What follows belongs to an exercise in optimizing a design on an open flow for small area, a short achievable clock period and few clock cycles; a production flow would make more cautious choices.
Where RTL was checked, it was by simulation tests only, not by an equivalence proof against the original.
No functional check of the RTL was part of run 2.
Power is estimated from default activity; no workload was simulated.

===== flow/design.v =====
module RISCV(clk,
            rst,
            mem_wen_D_o,
            mem_addr_D_o,
            mem_wdata_D_o,
            mem_rdata_D,
            mem_addr_I_o,
            mem_rdata_I);
    input               clk, rst;
    input       [31:0]  mem_rdata_I;
    input       [63:0]  mem_rdata_D;
    output              mem_wen_D_o;
    output reg  [31:2]  mem_addr_I_o;
    output      [31:2]  mem_addr_D_o;
    output      [63:0]  mem_wdata_D_o;
    wire    [31:0]  instruction_1;
    reg     [31:0]  instruction_2;
    wire    [31:0]  immediate_2;
    wire            Jal_2;
    wire            Jalr_2;
    wire            MemWrite_2;
    wire            MemtoReg_2;
    wire            RegWrite_2;
    wire            ALUSrc_2;
    wire            ALUOP_2;
    wire    [63:0]  r_data1_2, r_data2_2;
    wire            pre_WB_data1, pre_WB_data2;
    wire            MEM_forwd_in1_2, MEM_forwd_in2_2;
    wire            WB_forwd_in1_2, WB_forwd_in2_2;
    wire            no_forwd_in1_2;
    wire            no_forwd_in2_2;
    reg     [31:0]  instruction_3;
    reg     [31:0]  immediate_3;
    reg             Jal_3;
    reg             Jalr_3;
    reg             MemWrite_3;
    reg             MemtoReg_3;
    reg             RegWrite_3;
    reg             ALUSrc_3;
    reg             ALUOP_3;
    reg     [63:0]  r_data1_3, r_data2_3;
    reg             MEM_forwd_in1_3, MEM_forwd_in2_3;
    reg             WB_forwd_in1_3, WB_forwd_in2_3;
    reg             no_forwd_in1_3;
    reg             no_forwd_in2_3;
    wire            load_use_hazd_in1, load_use_hazd_in2;
    wire    [63:0]  f_data1_3, f_data2_3;
    wire    [63:0]  PC_4_out_3, PC_imm_out, Jalr_adder_out;
    wire            Branch;
    wire    [63:0]  ALU_in2, ALU_result_3;
    wire    [63:0]  nxt_mem_addr_I;
    wire            flush;
    wire            stall;
    reg     [31:0]  instruction_4;
    reg     [63:0]  PC_4_out_4;
    reg     [63:0]  ALU_result_4;
    reg     [63:0]  f_data2_4;
    reg             Jal_4;
    reg             Jalr_4;
    reg             MemtoReg_4;
    reg             MemWrite_4;
    reg             RegWrite_4;
    wire    [63:0]  mem_data_4;
    wire    [63:0]  forwd_data_4;
    reg     [31:0]  instruction_5;
    reg     [63:0]  mem_data_5;
    reg     [63:0]  PC_4_out_5;
    reg     [63:0]  ALU_result_5;
    reg             Jal_5;
    reg             Jalr_5;
    reg             MemtoReg_5;
    reg             RegWrite_5;
    wire    [63:0]  Reg_write_data;
    wire    [63:0]  forwd_data_5;
    assign instruction_1 = {mem_rdata_I[7:0], mem_rdata_I[15:8],
                            mem_rdata_I[23:16], mem_rdata_I[31:24]};
    always @(posedge clk or posedge rst) begin
        if (rst) instruction_2 <= 0;
        else begin
            if (flush) instruction_2 <= 0; 
            else instruction_2 <= instruction_1;
        end
    end
    CONTROL control(
        .clk(clk), .rst(rst), .opcode(instruction_2[6:2]),
        .Jal(Jal_2), .Jalr(Jalr_2), .MemWrite(MemWrite_2),
        .MemtoReg(MemtoReg_2), .RegWrite(RegWrite_2),
        .ALUSrc(ALUSrc_2), .ALUOP(ALUOP_2)
    );
    Imm_Gen imm_gen(
        .immediate(immediate_2), .instruction(instruction_2)
    );
    REGISTERS registers(
        .clk(clk), .rst(rst), .instruction({instruction_2[31:12],instruction_5[11:7],instruction_2[6:0]}),
        .Regwrite(RegWrite_5), .Writedata(Reg_write_data),
        .reg_data1(r_data1_2), .reg_data2(r_data2_2)
    );
    assign  pre_WB_data1 = RegWrite_5&(instruction_5[11:7]==instruction_2[19:15])&(instruction_5[11:7]!=5'b0);
    assign  pre_WB_data2 = RegWrite_5&(instruction_5[11:7]==instruction_2[24:20])&(instruction_5[11:7]!=5'b0);
    assign  MEM_forwd_in1_2   = (instruction_3[11:7]==instruction_2[19:15])&RegWrite_3&(instruction_3[11:7]!=5'b0);
    assign  MEM_forwd_in2_2   = (instruction_3[11:7]==instruction_2[24:20])&RegWrite_3&(instruction_3[11:7]!=5'b0);
    assign  WB_forwd_in1_2    = (instruction_4[11:7]==instruction_2[19:15])&RegWrite_4&(instruction_4[11:7]!=5'b0);
    assign  WB_forwd_in2_2    = (instruction_4[11:7]==instruction_2[24:20])&RegWrite_4&(instruction_4[11:7]!=5'b0);
    always @(posedge clk or posedge rst) begin
        if (rst) begin
            Jal_3           <= 0;
            Jalr_3          <= 0;
            MemWrite_3      <= 0;
            MemtoReg_3      <= 0;
            RegWrite_3      <= 0;
            ALUSrc_3        <= 0;
            ALUOP_3         <= 0;
            instruction_3   <= 0;
            immediate_3     <= 0;
            r_data1_3       <= 0;
            r_data2_3       <= 0;
            MEM_forwd_in1_3 <= 0;
            MEM_forwd_in2_3 <= 0;
            WB_forwd_in1_3  <= 0;
            WB_forwd_in2_3  <= 0;
        end
        else begin
            if (flush|stall) begin
                Jal_3           <= 0;
                Jalr_3          <= 0;
                MemWrite_3      <= 0;
                MemtoReg_3      <= 0;
                RegWrite_3      <= 0;
                ALUSrc_3        <= 0;
                ALUOP_3         <= 0;
                instruction_3   <= 0;
                immediate_3     <= 0;
                r_data1_3       <= 0;
                r_data2_3       <= 0;
                MEM_forwd_in1_3 <= 0;
                MEM_forwd_in2_3 <= 0;
                WB_forwd_in1_3  <= 0;
                WB_forwd_in2_3  <= 0;
            end
            else begin
            Jal_3           <= Jal_2;
            Jalr_3          <= Jalr_2;
            MemWrite_3      <= MemWrite_2;
            MemtoReg_3      <= MemtoReg_2;
            RegWrite_3      <= RegWrite_2;
            ALUSrc_3        <= ALUSrc_2;
            ALUOP_3         <= ALUOP_2;
            instruction_3   <= instruction_2;
            immediate_3     <= immediate_2;
            MEM_forwd_in1_3 <= MEM_forwd_in1_2;
            MEM_forwd_in2_3 <= MEM_forwd_in2_2;
            WB_forwd_in1_3  <= WB_forwd_in1_2;
            WB_forwd_in2_3  <= WB_forwd_in2_2;
            if (pre_WB_data1)   r_data1_3 <= Reg_write_data;
            else                r_data1_3 <= r_data1_2;
            if (pre_WB_data2)   r_data2_3 <= Reg_write_data;
            else                r_data2_3 <= r_data2_2;
            end
        end
    end
    assign  load_use_hazd_in1   = (instruction_5[6:0]==7'b11)&(instruction_5[14:12]==3'b11)&(instruction_5[11:7]==instruction_3[19:15])&(instruction_5[11:7]!=5'b0);
    assign  load_use_hazd_in2   = (instruction_5[6:0]==7'b11)&(instruction_5[14:12]==3'b11)&(instruction_5[11:7]==instruction_3[24:20])&(instruction_5[11:7]!=5'b0);
    assign  flush               = Branch|Jal_3|Jalr_3;
    assign  stall               = ((instruction_3[6:0]==7'b11)&(instruction_3[14:12]==3'b11)
            &((instruction_3[11:7]==instruction_2[19:15])|(instruction_3[11:7]==instruction_2[24:20])));
    assign  f_data1_3   = (MEM_forwd_in1_3)? forwd_data_4 : (WB_forwd_in1_3)?forwd_data_5 : r_data1_3;
    assign  f_data2_3   = (MEM_forwd_in2_3)? forwd_data_4 : (WB_forwd_in2_3)?forwd_data_5 : r_data2_3;
    assign  ALU_in2 = (ALUSrc_3)? {{32{immediate_3[31]}},immediate_3} : f_data2_3;
    assign  PC_4_out_3 = {32'b0,mem_addr_I_o, 2'b0} + 4;
    assign  PC_imm_out = {32'b0,mem_addr_I_o, 2'b0} + {{32{immediate_3[31]}},immediate_3};
    assign  Jalr_adder_out = f_data1_3 + {{32{immediate_3[31]}},immediate_3};
    assign  nxt_mem_addr_I = (Branch || Jal_3)? (PC_imm_out-8) : (Jalr_3) ? Jalr_adder_out : PC_4_out_3;
    Branch_Unit BRANCH(
        .Branch(Branch), .opcode(instruction_3[6:0]), .funct3(instruction_3[14:12]),
        .r_data_1(f_data1_3), .r_data_2(f_data2_3)
    );
    ALU alu(
        .Z(ALU_result_3), .A(f_data1_3), .B(ALU_in2),
        .inst({instruction_3[5],instruction_3[30],instruction_3[14:12]}), .ALUOP(ALUOP_3)
    );
    always @(posedge clk or posedge rst) begin
        if (rst) begin
            mem_addr_I_o      <= 0;
            instruction_4   <= 0;
            PC_4_out_4      <= 0;
            ALU_result_4    <= 0;
            f_data2_4       <= 0;
            Jal_4           <= 0;
            Jalr_4          <= 0;
            MemtoReg_4      <= 0;
            MemWrite_4      <= 0;
            RegWrite_4      <= 0;
        end
        else begin
            if ((instruction_2[6:0]==7'b11)&(instruction_2[14:12]==3'b11)
                &((instruction_2[11:7]==instruction_1[19:15])|(instruction_2[11:7]==instruction_1[24:20]))
                &!flush&!stall)
                mem_addr_I_o <= nxt_mem_addr_I[31:2]-1;
            else mem_addr_I_o <= nxt_mem_addr_I[31:2];
            instruction_4   <= instruction_3;
            PC_4_out_4      <= PC_4_out_3;
            ALU_result_4    <= ALU_result_3;
            f_data2_4       <= f_data2_3;
            Jal_4           <= Jal_3;
            Jalr_4          <= Jalr_3;
            MemtoReg_4      <= MemtoReg_3;
            MemWrite_4      <= MemWrite_3;
            RegWrite_4      <= RegWrite_3;
        end
    end
    assign mem_addr_D_o = ALU_result_4[31:2];
    assign mem_wen_D_o = MemWrite_4;
    assign mem_data_4 = {mem_rdata_D[7:0],mem_rdata_D[15:8],mem_rdata_D[23:16],mem_rdata_D[31:24],
                            mem_rdata_D[39:32],mem_rdata_D[47:40],mem_rdata_D[55:48],mem_rdata_D[63:56]};
    assign mem_wdata_D_o = {f_data2_4[7:0],f_data2_4[15:8],f_data2_4[23:16],f_data2_4[31:24],
                            f_data2_4[39:32],f_data2_4[47:40],f_data2_4[55:48],f_data2_4[63:56]};
    assign forwd_data_4 = ALU_result_4;
    always @(posedge clk or posedge rst)begin
        if (rst) begin
            instruction_5 <= 0;
            mem_data_5  <= 0;
            Jal_5       <= 0;
            Jalr_5      <= 0;
            MemtoReg_5  <= 0;
            RegWrite_5  <= 0;
            PC_4_out_5  <= 0;
            ALU_result_5 <= 0;
        end
        else begin
            instruction_5 <= instruction_4;
            mem_data_5  <= mem_data_4;
            Jal_5       <= Jal_4;
            Jalr_5      <= Jalr_4;
            MemtoReg_5  <= MemtoReg_4;
            RegWrite_5  <= RegWrite_4;
            PC_4_out_5  <= PC_4_out_4;
            ALU_result_5 <= ALU_result_4;
        end
    end
    assign Reg_write_data = (Jalr_5 || Jal_5)? (PC_4_out_5-8) : (MemtoReg_5)? mem_data_5 : ALU_result_5;
    assign forwd_data_5 = (MemtoReg_5)? mem_data_5 : ALU_result_5;
endmodule
module ALU(Z,A,B,inst,ALUOP);
    input  [63:0]   A,B;
    input  [4:0]    inst;
    input           ALUOP;
    output [63:0]   Z;
    reg    [63:0]   Z;
    wire   [3:0]    ctrl;
    assign ctrl = (ALUOP) ? inst[3:0] : 4'b0000;
    always @(*) begin
        case (ctrl)
            4'b0000 : Z = A + B;         
            4'b0001 : Z = A << B[5:0];   
            4'b1001 : Z = A << B[5:0];   
            4'b0010 : Z = ($signed(A)<$signed(B))?1:0;     
            4'b1010 : Z = ($signed(A)<$signed(B))?1:0;     
            4'b0100 : Z = A^B;           
            4'b1100 : Z = A^B;           
            4'b0101 : Z = A >> B[5:0];   
            4'b0110 : Z = A | B;         
            4'b1110 : Z = A | B;         
            4'b0111 : Z = A & B;         
            4'b1111 : Z = A & B;         
            4'b1000 : Z = (inst[4])? (A - B) : (A+B);         
            4'b1101 : Z = $signed(A) >>> B[5:0];   
            default : Z = A;
        endcase
    end
endmodule
module CONTROL(clk,
            rst,
            opcode,
            Jal,
            Jalr,
            MemWrite,
            MemtoReg,
            RegWrite,
            ALUSrc,
            ALUOP
			);
    input           clk, rst;
    input   [6:2]   opcode;
	output          Jal, Jalr, MemWrite, MemtoReg, RegWrite, ALUSrc, ALUOP;
    localparam JAL      = 5'b11011;
    localparam JALR     = 5'b11001;
    localparam LD       = 5'b00000;
    localparam SD       = 5'b01000;
    localparam R_TYPE   = 5'b01100;
    localparam SB       = 5'b11000;
	assign Jal       = (opcode == JAL)? 1 : 0;
    assign Jalr      = (opcode == JALR)? 1 : 0;
    assign MemWrite  = (opcode == SD)? 1 : 0;
    assign MemtoReg  = (opcode == LD)? 1 : 0;
    assign RegWrite  = (opcode == SD || opcode == SB)? 0 : 1; 
    assign ALUSrc    = (opcode == R_TYPE || opcode == JAL || opcode == SB)? 0 : 1;
    assign ALUOP     = (opcode == SD || opcode == LD)? 0 : 1;
endmodule
module Branch_Unit(
                Branch,
                opcode,
                funct3,
                r_data_1,
                r_data_2
);
    input   [6:0]   opcode;
    input   [14:12] funct3;
    input   [63:0]  r_data_1, r_data_2;
    output          Branch;
    localparam SB = 7'b1100011;
    localparam BEQ = 3'b0;
    localparam BNE = 3'b1;
    wire equal, beq, bne;
    assign equal = ~|(r_data_1 ^ r_data_2);
    assign beq = (opcode == SB && funct3 == BEQ)? 1 : 0;
    assign bne = (opcode == SB && funct3 == BNE)? 1 : 0;
    assign Branch = ((beq && equal) || (bne && !equal))? 1 : 0;
endmodule
module Imm_Gen (
            immediate,
            instruction
);
    input      [31:0] instruction;
    output reg [31:0] immediate;
    wire [6:0] opcode;
    assign opcode = instruction[6:0];
    always @(*) begin
        immediate[11:0]  = instruction[31:20];
        immediate[31:12] = { 20{instruction[31]} };
        case (opcode)
            7'b0100011: begin  
                immediate[11:5]  = instruction[31:25];
                immediate[4:0]   = instruction[11:7];
                immediate[31:12] = { 20{instruction[31]} };
            end
            7'b1100011: begin  
                immediate[12]    = instruction[31];
                immediate[10:5]  = instruction[30:25];
                immediate[4:1]   = instruction[11:8];
                immediate[11]    = instruction[7];
                immediate[31:13] = { 19{instruction[31]} };
                immediate[0]     = 0;
            end
            7'b1101111: begin  
                immediate[20]    = instruction[31];
                immediate[10:1]  = instruction[30:21];
                immediate[11]    = instruction[20];
                immediate[19:12] = instruction[19:12];
                immediate[31:21] = { 11{instruction[31]} };
                immediate[0]     = 0;
            end
        endcase
    end
endmodule
module REGISTERS(clk,
                rst,
                instruction,
                Regwrite,
                Writedata,
                reg_data1,
                reg_data2);
    input   [31:0]  instruction;
    input           Regwrite,rst,clk;
    input   [63:0]  Writedata;
    output  [63:0]  reg_data1, reg_data2;
    reg     [63:0]  x[0:31];
    reg     [63:0]  nxt_x[0:31];
    wire    [4:0]   read_1, read_2, write_1;
    assign read_1 = instruction[19:15];
    assign read_2 = instruction[24:20];
    assign write_1 = instruction[11:7];
    assign reg_data1 = x[read_1];
    assign reg_data2 = x[read_2];
    integer i;
    always @(*) begin
        nxt_x[0] = x[0];
        for (i=1; i<32; i=i+1)
            nxt_x[i] = (Regwrite && (write_1 == i)) ? Writedata : x[i];
    end
    always @(posedge clk or posedge rst) begin
        if (rst) begin
            for (i=0; i<32; i=i+1)
                x[i] <= 0;
        end
        else begin
            for (i=0; i<32; i=i+1)
                x[i] <= nxt_x[i];
        end
    end
endmodule

===== flow/run.sh =====
#!/bin/bash
# synth_recipe.tcl (not shown) runs the flow's synth.tcl, then flattens the netlist and writes it again
# the make line also repeats each setting of config.mk as NAME=value (left out here)
make -C /OpenROAD-flow-scripts/flow DESIGN_CONFIG=/design/flow/config.mk WORK_HOME=/design/flow/orfs CLKGATE_MAP_FILE= SYNTH_SCRIPT=/design/flow/synth_recipe.tcl finish

===== flow/constraint.sdc =====
create_clock -name core_clock -period 8.5 [get_ports {clk}]
set_input_delay 1.7000 -clock core_clock [delete_from_list [all_inputs] [get_ports {clk}]]
set_output_delay 1.7000 -clock core_clock [all_outputs]
set_load 0.01 [all_outputs]

===== flow/config.mk =====
export PLATFORM = sky130hd
export DESIGN_NAME = RISCV
export DESIGN_NICKNAME = RISCV
export VERILOG_FILES = /design/flow/design.v
export SDC_FILE = /design/flow/constraint.sdc
export NUM_CORES = 8
export LEC_CHECK = 0
export CAP_MARGIN = 20
export CORE_MARGIN = 2
export CORE_UTILIZATION = 40
export SLEW_MARGIN = 20

==> summary.txt, run 1 <==
Clocking
  – Clock latency on the worst-skew pair: 0.99 ns
  – Setup bufs post-CTS: 0
  – Clk buf depth: 4
  – Clock-pin slew on the worst setup and hold paths: 0.07 ns
  – CTS tree: built
  – H-tree levels: 5
  – Sink Count: 2,558
  – TritonCTS buffer count: 297
  – Root buf cell: clkbuf_16
  – Hold buffer count at cts: 0
  – Resized Gates After CTS: 0

Pwr
  – Sw Ratio: 45.4%
  – Max VDD drop: 0.203 mV
  – Sequential Power Share: 38.5%
  – Static Leak: 68.5 nW
  – Total net switching power: 27.2 mW
  – Pwr dens: 377 nW/um^2
  – Comb pwr share: 38.0%
  – Clock share of power: 23.4%
  – Internal power: 32.8 mW

Setup path
  – Critical Path Most Common Cell: nor4_1
  – Worst path cell trace: nor2_4 -> buf_4 -> a222oi_1 -> buf_4 -> xnor2_1 -> nand4_1 -> nor4_1 -> a31oi_1 -> nor4_2 -> mux2i_1 -> nand2_2 -> mux2i_1 -> ha_1 -> and2_1 -> nand3_1 -> nor4_1 -> nand2_1 -> nor4_1 -> xnor2_1
  – CP top delay family: simple AND/OR/NAND/NOR gates
  – Max incr delay on CP: 0.93 ns
  – Arr. time, crit path: 8.54 ns
  – Required time of the critical path: 9.38 ns
  – R2r endpoint: mem_addr_I_o[22]
  – FF-to-FF setup slack: 0.84 ns
  – Worst reg-to-reg path cell count: 19
  – Crit path from: MEM_forwd_in1_3
  – CP endpoint: mem_addr_I_o[22]
  – Critical Path Sink Type: flop
  – Worst setup path category: reg2reg
  – CP max FO: 38
  – Worst setup SP type: flop
  – Worst path depth: 19
  – Slowest-stage cell, CP: xnor2_1
  – Worst flop-to-flop path startpoint: MEM_forwd_in1_3
  – CP bufs+invs: 2

Global route
  – Largest net degree at the start of global routing: 167
  – Initial antenna violation count: 72
  – Vias in the first global route: 133,676
  – GR Util All Layers: 44.5%
  – First-pass GRT wire length: 1110 mm
  – Overflow after GRT: 0

Synthesis
  – Cell taking the most area after synthesis: dfrtp_1
  – Synthesized area: 141,000 sq um
  – Post-Syn Instances: 15,850
  – Yosys top cell area share: 45.5%
  – Ys Warns: 6
  – FF+latch count, synth: 2,558
  – Synth top area cells: dfrtp_1 (46%), o21ai_0 (8.7%), nand2_1 (6.6%), a22oi_1 (5.0%), clkbuf_1 (3.4%)
  – Synthesized area per cell: 8.87 sq um
  – Syn Nets: 16,244
  – Yosys cell types: 104
  – Top_reg_cell synth: dfrtp_1
  – Post-synth EDFFs: 0
  – Async set-reset flop share out of synthesis: 100%
  – Post-synthesis sequential area ratio: 45.5%
  – Most common cell in the netlist: dfrtp_1
  – Synth top cells by count: dfrtp_1 (2,558), nand2_1 (2,459), o21ai_0 (2,446), clkbuf_1 (1,268), a22oi_1 (942)

Detailed routing
  – WL/cell: 40.3 um
  – Via/cell ratio: 7.10
  – ANT nets after route: 0
  – First DRT Iteration DRCs: 26,839
  – Residual DRC: 0
  – Routed WL: 817 mm
  – Detailed-route via count: 144,006
  – First-pass detailed-route iteration total: 13

Run
  – Max-cap violations: 0

Floorplan
  – Row count: 217
  – Num ports: 223
  – Die Ht: 597 um
  – Total die area: 356,000 sq um
  – Core area: 350,000 sq um
  – Starting Density: 40.2%
  – Die Width: 597 um

STA
  – Final Critical Period: 7.66 ns
  – Final setup violation count: 0
  – Final WS setup: 0.842 ns
  – Slew headroom: 14.5%
  – Setup_tns: 0 ns
  – RSZ-0062 raised after global routing: false
  – Pins over their slew limit: 0
  – Fmax: 131 MHz
  – Final count of hold timing violations: 0
  – Min Hold Slack: 0.342 ns
  – Final worst-path cycle share: 90.1%
  – Worst Tran Pin Value: 1.28 ns
  – Final Skew: 0.0602 ns

Placed design
  – Gpl congestion: 1.04
  – IO Port Bufs: 222
  – Post-DP Area: 149,000 sq um
  – Setup WS pre-CTS: 1.36 ns
  – Detailed Place HPWL: 513 mm
  – Placed insts: 19,685

Final layout
  – Share of layout cells above drive strength 1: 8.55%
  – NumNets Final: 15,780
  – Layout Cells excl Fill: 20,276
  – Final Cell Area: 159,000 sq um
  – Area Overhead vs Synth: 13.3%

Status
  – Status: complete, no violations

Hold path
  – Worst Hold Class: reg2reg
## power by group through the flow
stage / Clock [mW] / Sequential [mW] / Combinational (mW)
global route: 14.5 / 23.4 / 24.2
floorplan: 0 / 20.8 / 13.3
global placement: 0 / 22.8 / 21.7
detailed placement: 0 / 22.8 / 21.8
CTS: 14.0 / 22.7 / 21.9
finish: 14.1 / 23.1 / 22.8
## routing by layer
| layer | vias up | routed length, um | share of wire [%] | GRT usage [%] |
|---|---|---|---|---|
| met2 | 12702 | 332000 | 41 | 62.5 |
| met4 | 30 | 74000 | 9.1 | 33.1 |
| li1 | 57325 | - | - | - |
| met3 | 3816 | 115000 | 14 | 17.7 |
| met5 | - | 206 | 0.025 | 0.297 |
| met1 | 70133 | 296000 | 36 | 54.7 |
## logic make-up after synthesis
kind of cell               Yosys count  synth area share, %
AOI/OAI and AO/OA                 6047                 28.4
xor gates and xnor gates           261                 1.63
adders and majority gates          296                 2.64
buffers and inverters             1842                 5.15
DFF                               2558                 45.5
muxes                              407                 3.01
and+or+nand+nor                   4439                 13.6
## sequential cells by signal, summed over array words and instances (netlist names), 5 cells and up
signal and count:
instruction_4 5, PC_4_out_4 31, mem_addr_I_o 30, registers.x 1984, instruction_2 32, r_data2_3 64, ALU_result_5 64, r_data1_3 64
instruction_5 5, f_data2_4 64, PC_4_out_5 31, instruction_3 15, mem_data_5 64, ALU_result_4 64, immediate_3 21
## area by class of cell
cell class | instances | area [sq um]
fillers | 34045 | 191000
repair buffers | 727 | 6890
clock inverters | 115 | 1800
multi-input cells | 11450 | 70600
inverters | 352 | 1330
well taps | 4599 | 5750
clock buffers | 416 | 8610
flip-flops and latches | 2558 | 64000
diodes | 59 | 148
## worst reg2reg max path, delay by kind of cell, from the launching register on
family | cells | cell delay (ns)
multiplexers | 2 | 1.17
adder cells (fa/ha/maj) | 1 | 0.18
AO/OA/AOI/OAI | 2 | 0.30
AND/OR/NAND/NOR | 10 | 3.57
XOR/XNOR | 2 | 1.09
buffers and inverters | 2 | 0.58
flip-flops | 1 | 0.70
## how the worst min path moves through the flow
stage                         startpoint             end  slack, ns  cells past startpoint
after floorplan                    Jal_4           Jal_5       0.33                      0
after global placement    PC_4_out_4[12]  PC_4_out_5[12]       0.33                      0
after detailed placement  PC_4_out_4[15]  PC_4_out_5[15]       0.34                      0
after CTS                          Jal_4           Jal_5       0.35                      0
after global routing      PC_4_out_4[11]  PC_4_out_5[11]       0.35                      0
final                              Jal_4           Jal_5       0.34                      0
## metrics by stage
stage	power (mW)	util [%]
2_1_floorplan	34.1	-
3_3_place_gp	44.4	42.5
3_5_place_dp	44.6	42.5
4_1_cts	58.5	45.5
5_1_grt	62.1	45.5
6_report	60.0	45.5
## placed cells by master (no fill, tap or decap), types with 70 or more instances in the layout
cell / instances
o21bai_1: 79
nor4_1: 86
nand2_1: 2435
a222oi_1: 137
xor2_1: 92
nand3_1: 340
o22a_1: 130
o21ai_0: 2433
a22o_1: 496
a221oi_1: 503
a22oi_1: 942
o211ai_1: 118
and2_1: 86
inv_1: 341
mux2i_1: 330
nor3_1: 195
clkdlybuf4s50_1: 222
buf_4: 435
nor2_1: 693
a21oi_1: 517
dfrtp_1: 2550
nand4_1: 239
a211oi_1: 89
xnor2_1: 169
clkbuf_16: 304
ha_1: 295
a21o_1: 101
buf_12: 70
nor2_4: 77
Testbench counts, summed over its fixed seeds: cycles 143,235.
==> run 2, diff against run 1 <==
==> flow/design.v (replaced) <==
module RISCV(clk,
            rst,
            mem_wen_D_o,
            mem_addr_D_o,
            mem_wdata_D_o,
            mem_rdata_D,
            mem_addr_I_o,
            mem_rdata_I);
    input               clk, rst;
    input       [31:0]  mem_rdata_I;
    input       [63:0]  mem_rdata_D;
    output              mem_wen_D_o;
    output reg  [31:2]  mem_addr_I_o;
    output      [31:2]  mem_addr_D_o;
    output      [63:0]  mem_wdata_D_o;
    integer i;
    wire [31:0] inst = {mem_rdata_I[7:0], mem_rdata_I[15:8],
                        mem_rdata_I[23:16], mem_rdata_I[31:24]};
    wire [29:0] pc = mem_addr_I_o;
    wire [4:0] f_rd  = inst[11:7];
    wire [4:0] f_rs1 = inst[19:15];
    wire [4:0] f_rs2 = inst[24:20];
    wire [2:0] f_f3  = inst[14:12];
    wire f_ctl    =  inst[6];                        
    wire f_br     =  inst[6] & ~inst[2];
    wire f_jalr   =  inst[6] &  inst[2] & ~inst[3];
    wire f_jal    =  inst[6] &  inst[3];
    wire f_load   = ~inst[6] & ~inst[5] & ~inst[4];
    wire f_opimm  = ~inst[6] & ~inst[5] &  inst[4];
    wire f_store  = ~inst[6] &  inst[5] & ~inst[4];
    wire f_op     = ~inst[6] &  inst[5] &  inst[4];
    wire f_alu    = ~inst[6] &  inst[4];             
    wire f_wr     = (f_load | f_alu | f_jal | f_jalr) & (f_rd != 5'd0);
    wire [63:0] f_immi = {{52{inst[31]}}, inst[31:20]};
    wire [11:0] f_imm12 = f_store ? {inst[31:25], inst[11:7]} : inst[31:20];
    wire [29:0] f_offb = {{20{inst[31]}}, inst[7], inst[30:25], inst[11:9]};
    wire [29:0] f_offj = {{12{inst[31]}}, inst[19:12], inst[20], inst[30:22]};
    wire        f_pred   = f_jal | (f_br & inst[31]);
    wire [29:0] f_target = pc + (f_jal ? f_offj : f_offb);
    wire [29:0] f_pc1    = pc + 30'd1;
    reg         x_v;
    reg  [63:0] x_a, x_b;
    reg  [11:0] x_imm;
    reg  [29:0] x_alt;         
    reg  [4:0]  x_rd;
    reg         x_wr, x_load, x_store, x_br, x_bne, x_jalr, x_link, x_pred;
    reg         x_sub, x_cmp;   
    reg         x_s_add, x_s_sh, x_s_slt, x_s_xor, x_s_or, x_s_and;
    reg         x_sh_left, x_sh_arith;
    wire [63:0] x_wb;           
    wire        x_we = x_v & x_wr;
    reg  [31:1] rf_valid;
    reg  [63:0] rf [1:31];
    wire [31:0] dec1 = 32'd1 << f_rs1;
    wire [31:0] dec2 = 32'd1 << f_rs2;
    wire [31:0] sel1 = dec1 & {rf_valid, 1'b0};
    wire [31:0] sel2 = dec2 & {rf_valid, 1'b0};
    reg  [63:0] rd1, rd2;
    always @(*) begin
        rd1 = 64'd0;
        rd2 = 64'd0;
        for (i = 1; i < 32; i = i + 1) begin
            rd1 = rd1 | ({64{sel1[i]}} & rf[i]);
            rd2 = rd2 | ({64{sel2[i]}} & rf[i]);
        end
    end
    wire [31:0] wdec = (32'd1 << x_rd) & {32{x_we}};
    genvar g;
    generate
        for (g = 1; g < 32; g = g + 1) begin : gen_rf
            always @(posedge clk)
                if (wdec[g]) rf[g] <= x_wb;
        end
    endgenerate
    always @(posedge clk or posedge rst) begin
        if (rst) rf_valid <= 31'd0;
        else     rf_valid <= rf_valid | wdec[31:1];
    end
    wire fwd1 = x_we & (x_rd == f_rs1);
    wire fwd2 = x_we & (x_rd == f_rs2);
    wire [63:0] f_a = fwd1 ? x_wb : rd1;
    wire [63:0] f_r2 = fwd2 ? x_wb : rd2;
    wire [63:0] f_b = f_opimm ? f_immi : f_r2;
    wire        x_eq      = (x_a == x_b);
    wire        x_taken   = x_eq ^ x_bne;
    wire [31:0] x_sum     = x_a[31:0] + {{20{x_imm[11]}}, x_imm};
    wire        x_redirect = x_v & (x_jalr | (x_br & (x_taken ^ x_pred)));
    wire [29:0] x_target  = x_jalr ? x_sum[31:2] : x_alt;
    wire [63:0] x_bi   = x_b ^ {64{x_sub}};
    wire [63:0] x_add  = x_a + x_bi + {63'd0, x_sub};
    wire        x_lt   = (x_a[63] ^ x_b[63]) ? x_a[63] : x_add[63];
    reg  [63:0] x_shin, x_shout;
    always @(*) begin
        for (i = 0; i < 64; i = i + 1) x_shin[i] = x_sh_left ? x_a[63-i] : x_a[i];
    end
    wire [63:0] x_shr = $signed({x_sh_arith & x_a[63], x_shin}) >>> x_b[5:0];
    always @(*) begin
        for (i = 0; i < 64; i = i + 1) x_shout[i] = x_sh_left ? x_shr[63-i] : x_shr[i];
    end
    wire [63:0] x_mem  = {mem_rdata_D[7:0],mem_rdata_D[15:8],mem_rdata_D[23:16],mem_rdata_D[31:24],
                          mem_rdata_D[39:32],mem_rdata_D[47:40],mem_rdata_D[55:48],mem_rdata_D[63:56]};
    wire [63:0] x_lnk  = {32'd0, x_alt, 2'b00};
    assign x_wb = ({64{x_s_add}} & x_add)
                | ({64{x_s_sh}}  & x_shout)
                | ({64{x_s_slt}} & {63'd0, x_lt})
                | ({64{x_s_xor}} & (x_a ^ x_b))
                | ({64{x_s_or}}  & (x_a | x_b))
                | ({64{x_s_and}} & (x_a & x_b))
                | ({64{x_load}}  & x_mem)
                | ({64{x_link}}  & x_lnk);
    assign mem_wen_D_o   = x_v & x_store;
    assign mem_addr_D_o  = x_sum[31:2];
    assign mem_wdata_D_o = {x_b[7:0],x_b[15:8],x_b[23:16],x_b[31:24],
                            x_b[39:32],x_b[47:40],x_b[55:48],x_b[63:56]};
    always @(posedge clk or posedge rst) begin
        if (rst) begin
            mem_addr_I_o <= 30'd0;
            x_v          <= 1'b0;
        end else begin
            if (x_redirect)  mem_addr_I_o <= x_target;
            else if (f_pred) mem_addr_I_o <= f_target;
            else             mem_addr_I_o <= f_pc1;
            x_v <= ~x_redirect;
        end
    end
    always @(posedge clk) begin
        x_a      <= f_a;
        x_b      <= f_b;
        x_imm    <= f_imm12;
        x_alt    <= (f_pred | f_jalr) ? f_pc1 : f_target;
        x_rd     <= f_rd;
        x_wr     <= f_wr;
        x_load   <= f_load;
        x_store  <= f_store;
        x_br     <= f_br;
        x_bne    <= f_f3[0];
        x_jalr   <= f_jalr;
        x_link   <= f_jal | f_jalr;
        x_pred   <= inst[31];
        x_sub    <= f_alu & ((f_f3 == 3'd2) | (f_op & inst[30] & (f_f3 == 3'd0)));
        x_s_add  <= f_alu & (f_f3 == 3'd0);
        x_s_sh   <= f_alu & (f_f3[1:0] == 2'd1);
        x_s_slt  <= f_alu & (f_f3 == 3'd2);
        x_s_xor  <= f_alu & (f_f3 == 3'd4);
        x_s_or   <= f_alu & (f_f3 == 3'd6);
        x_s_and  <= f_alu & (f_f3 == 3'd7);
        x_sh_left  <= ~f_f3[2];
        x_sh_arith <= inst[30];
    end
endmodule
==> summary.txt, run 2 <==
Status
  – Status: complete, no violations

Pwr
  – Static Leak: 41.9 nW
  – Internal power: 21.0 mW
  – Sw Ratio: 33.2%
  – Total net switching power: 10.4 mW
  – Pwr dens: 257 nW/um^2
  – Comb pwr share: 24.1%
  – Clock share of power: 32.0%
  – Tot Pwr: 31.5 mW
  – Sequential Power Share: 43.9%
  – Max VDD drop: 0.186 mV

STA
  – Final WS setup: 1.25 ns
  – Worst Tran Pin Value: 1.34 ns
  – Fmax: 138 MHz
  – Final Critical Period: 7.25 ns
  – Pins over their slew limit: 0
  – Slew headroom: 9.70%
  – Setup_tns: 0 ns
  – Final count of hold timing violations: 0
  – Final setup violation count: 0
  – Final Skew: 0.0876 ns
  – Final worst-path cycle share: 85.3%
  – Min Hold Slack: 0.500 ns
  – RSZ-0062 raised after global routing: false

Final layout
  – Largest register by flop count: rf
  – Biggest regs: rf (1984), x_a (64), x_b (64)
  – Share of layout cells above drive strength 1: 12.0%
  – Commonest non-fill, non-tap cells in the layout: edfxtp_1 (1,984), a221oi_1 (743), a22o_1 (726)
  – Commonest non-fill, non-tap cell in the layout: edfxtp_1
  – NumNets Final: 8,568
  – Area Overhead vs Synth: 14.3%
  – Fill cell count: 23,637
  – Largest register FFs: 1,984
  – Layout Utilization: 45.8%

Setup path
  – Critical Path Sink Type: output pin
  – Slowest-stage cell, CP: or4b_2
  – Required time of the critical path: 6.80 ns
  – Critical Path Most Common Cell: o21ai_0
  – CP max FO: 8
  – Worst setup path category: reg2out
  – Arr. time, crit path: 5.55 ns
  – Max incr delay on CP: 0.74 ns
  – CP bufs+invs: 1
  – CP top delay family: compound AO/OA/AOI/OAI gates
  – Worst path cell trace: ha_1 -> and4_1 -> a211o_1 -> o21ai_0 -> o21ai_0 -> or4b_2 -> a41oi_1 -> o21ai_0 -> a21o_1 -> xor2_1 -> clkdlybuf4s50_1
  – Worst setup SP type: flop

Clocking
  – Resized Gates After CTS: 0
  – Setup bufs post-CTS: 0
  – Hold buffer count at cts: 0
  – Sink Count: 2,236
  – Clk buf depth: 4
  – Root buf cell: clkbuf_16
  – H-tree levels: 4
  – Clock-pin slew on the worst setup and hold paths: 0.07 ns
  – TritonCTS buffer count: 224
  – CTS tree: built
  – Clock latency on the worst-skew pair: 0.94 ns

Placed design
  – Gpl congestion: 1.05
  – IO Port Bufs: 220
  – Setup WS pre-CTS: 2.03 ns
  – Detailed Place HPWL: 331 mm

Global route
  – Overflow after GRT: 0
  – GR Util All Layers: 41.0%
  – Largest net degree at the start of global routing: 66
  – Vias in the first global route: 87,624
  – First-pass GRT wire length: 764 mm
  – Initial antenna violation count: 39

Synthesis
  – Post-Syn Instances: 8,121
  – Synth top cells by count: edfxtp_1 (1,984), a221oi_1 (747), a22o_1 (726), clkbuf_1 (448), a22oi_1 (382)
  – Synthesized area: 107,000 sq um
  – Cell taking the most area after synthesis: edfxtp_1
  – Yosys cell types: 85
  – Most common cell in the netlist: edfxtp_1
  – Yosys top cell area share: 55.5%
  – Post-synth EDFFs: 1,984
  – Ys Warns: 2
  – Synthesized area per cell: 13.2 sq um
  – Syn Nets: 8,471
  – Top_reg_cell synth: edfxtp_1
  – Async set-reset flop share out of synthesis: 2.77%
  – FF+latch count, synth: 2,236
  – Synth top area cells: edfxtp_1 (56%), a221oi_1 (6.1%), a22o_1 (5.9%), dfxtp_1 (3.5%), ha_1 (2.9%)
  – Post-synthesis sequential area ratio: 60.5%

Detailed routing
  – WL/cell: 48.6 um
  – Residual DRC: 0
  – First DRT Iteration DRCs: 23,191
  – Detailed-route via count: 95,833
  – Routed WL: 582 mm
  – First-pass detailed-route iteration total: 17
  – ANT nets after route: 0
  – Via/cell ratio: 8.00

Floorplan
  – Row count: 190
  – Num ports: 223
  – Die Ht: 522 um
  – Die Width: 522 um
  – Starting Density: 40.1%
  – Core area: 267,000 sq um
  – Total die area: 272,000 sq um

Run
  – Max-cap violations: 0

Hold path
  – Worst Hold Class: reg2reg
## run 2: changes by cell type after synthesis, sizes merged, moves of 242 or more
cell    delta
clkbuf   -820
nand2   -2202
a221oi   +242
edfxtp  +1984
a22oi    -560
o21ai   -2302
dfrtp   -2496
nor2     -520
## run 2: logic make-up after synthesis
group                      Yosys count  share of synthesized area (%)
AOI/OAI and AO/OA                 2948                           21.7
xor gates and xnor gates           208                           1.70
adders and majority gates          252                           2.95
buffers and inverters              877                           3.11
DFF                               2236                           60.5
muxes                              280                           3.76
and+or+nand+nor                   1320                           6.24
## run 2: metrics by stage
stage	cells	cell area, sq um
after global routing	11956	123000
final	11981	123000
after global placement	11540	115000
after CTS	11945	122000
after floorplan	8121	107000
after detailed placement	11541	115000
## run 2: routing by layer
layer,part of all wire (%),global-route usage [%],routed length (um),vias up
met5,0.11,0.702,668,-
met4,9.7,30.1,56500,58
met3,19,20.7,108000,3447
met2,39,56.9,230000,11638
met1,32,48.3,187000,46426
li1,-,-,-,34264
## run 2: final timing paths
kind / start / end / slack [ns] / cells after the start
setup / recovery: x_a[6] / mem_addr_D_o[26] / 1.25 / 11
hold / removal: rf_valid[18] / rf_valid[18] / 0.50 / 1
setup reg to reg: x_b[0] / rf[9][19] / 1.87 / 10
hold reg to reg: rf_valid[18] / rf_valid[18] / 0.50 / 1
max in group asynchronous: rst / rf_valid[6] / 6.48 / 3
min in group asynchronous: rst / mem_addr_I_o[25] / 1.36 / 3
## run 2: power groups by stage
stage	registers, mW	clock network [mW]	logic [mW]
2_1_floorplan	13.5	0	4.09
3_3_place_gp	14.0	0	7.16
3_5_place_dp	14.0	0	7.20
4_1_cts	13.7	9.98	7.23
5_1_grt	13.8	10.4	7.85
6_report	13.8	10.1	7.60
## run 2: final cells by class
type                            count  area [sq um]  share of cell area [%]
Inverter                          215           807                   0.658
Timing Repair Buffer              533          5210                    4.25
Tap cell                         3552          4440                    3.62
Clock buffer                      276          6020                    4.91
Antenna cell                       33          82.6                  0.0673
Clock inverter                    128          1220                   0.995
Multi-Input combinational cell   5008         39900                    32.5
Sequential cell                  2236         64900                    53.0

-- what the ideal ports hide --
The flow's constraints put no driver on any port. The routed layouts listed below were extracted and timed again, unchanged, in two steps. Step 1 sets driving cells, clkbuf_16 on the clock port and buf_2 on the other inputs (assumed; they add their load-dependent delay and slew). Step 2 moves the port delays by t, midway between the first and last clock arrival at a register: inputs arrive t later, outputs are due t later. That takes back most of the time a late clock gives input paths. Three values: no drivers, after step 1, after step 2; two values: the first two.
| run | t, ns | setup WS [ns] | worst setup path after step 2 | worst data-port slew with drivers (ns) | cell pins on the clock port's net |
|---|---|---|---|---|---|
| run 1 | 1.063 | 0.842 / 0.842 / 0.842 | register to register | 0.08 | 1 |
| run 2 | 1.014 | 1.248 / 1.126 / 1.857 | input to register | 0.17 | 1 |
After both steps setup and hold are still met in every run listed.
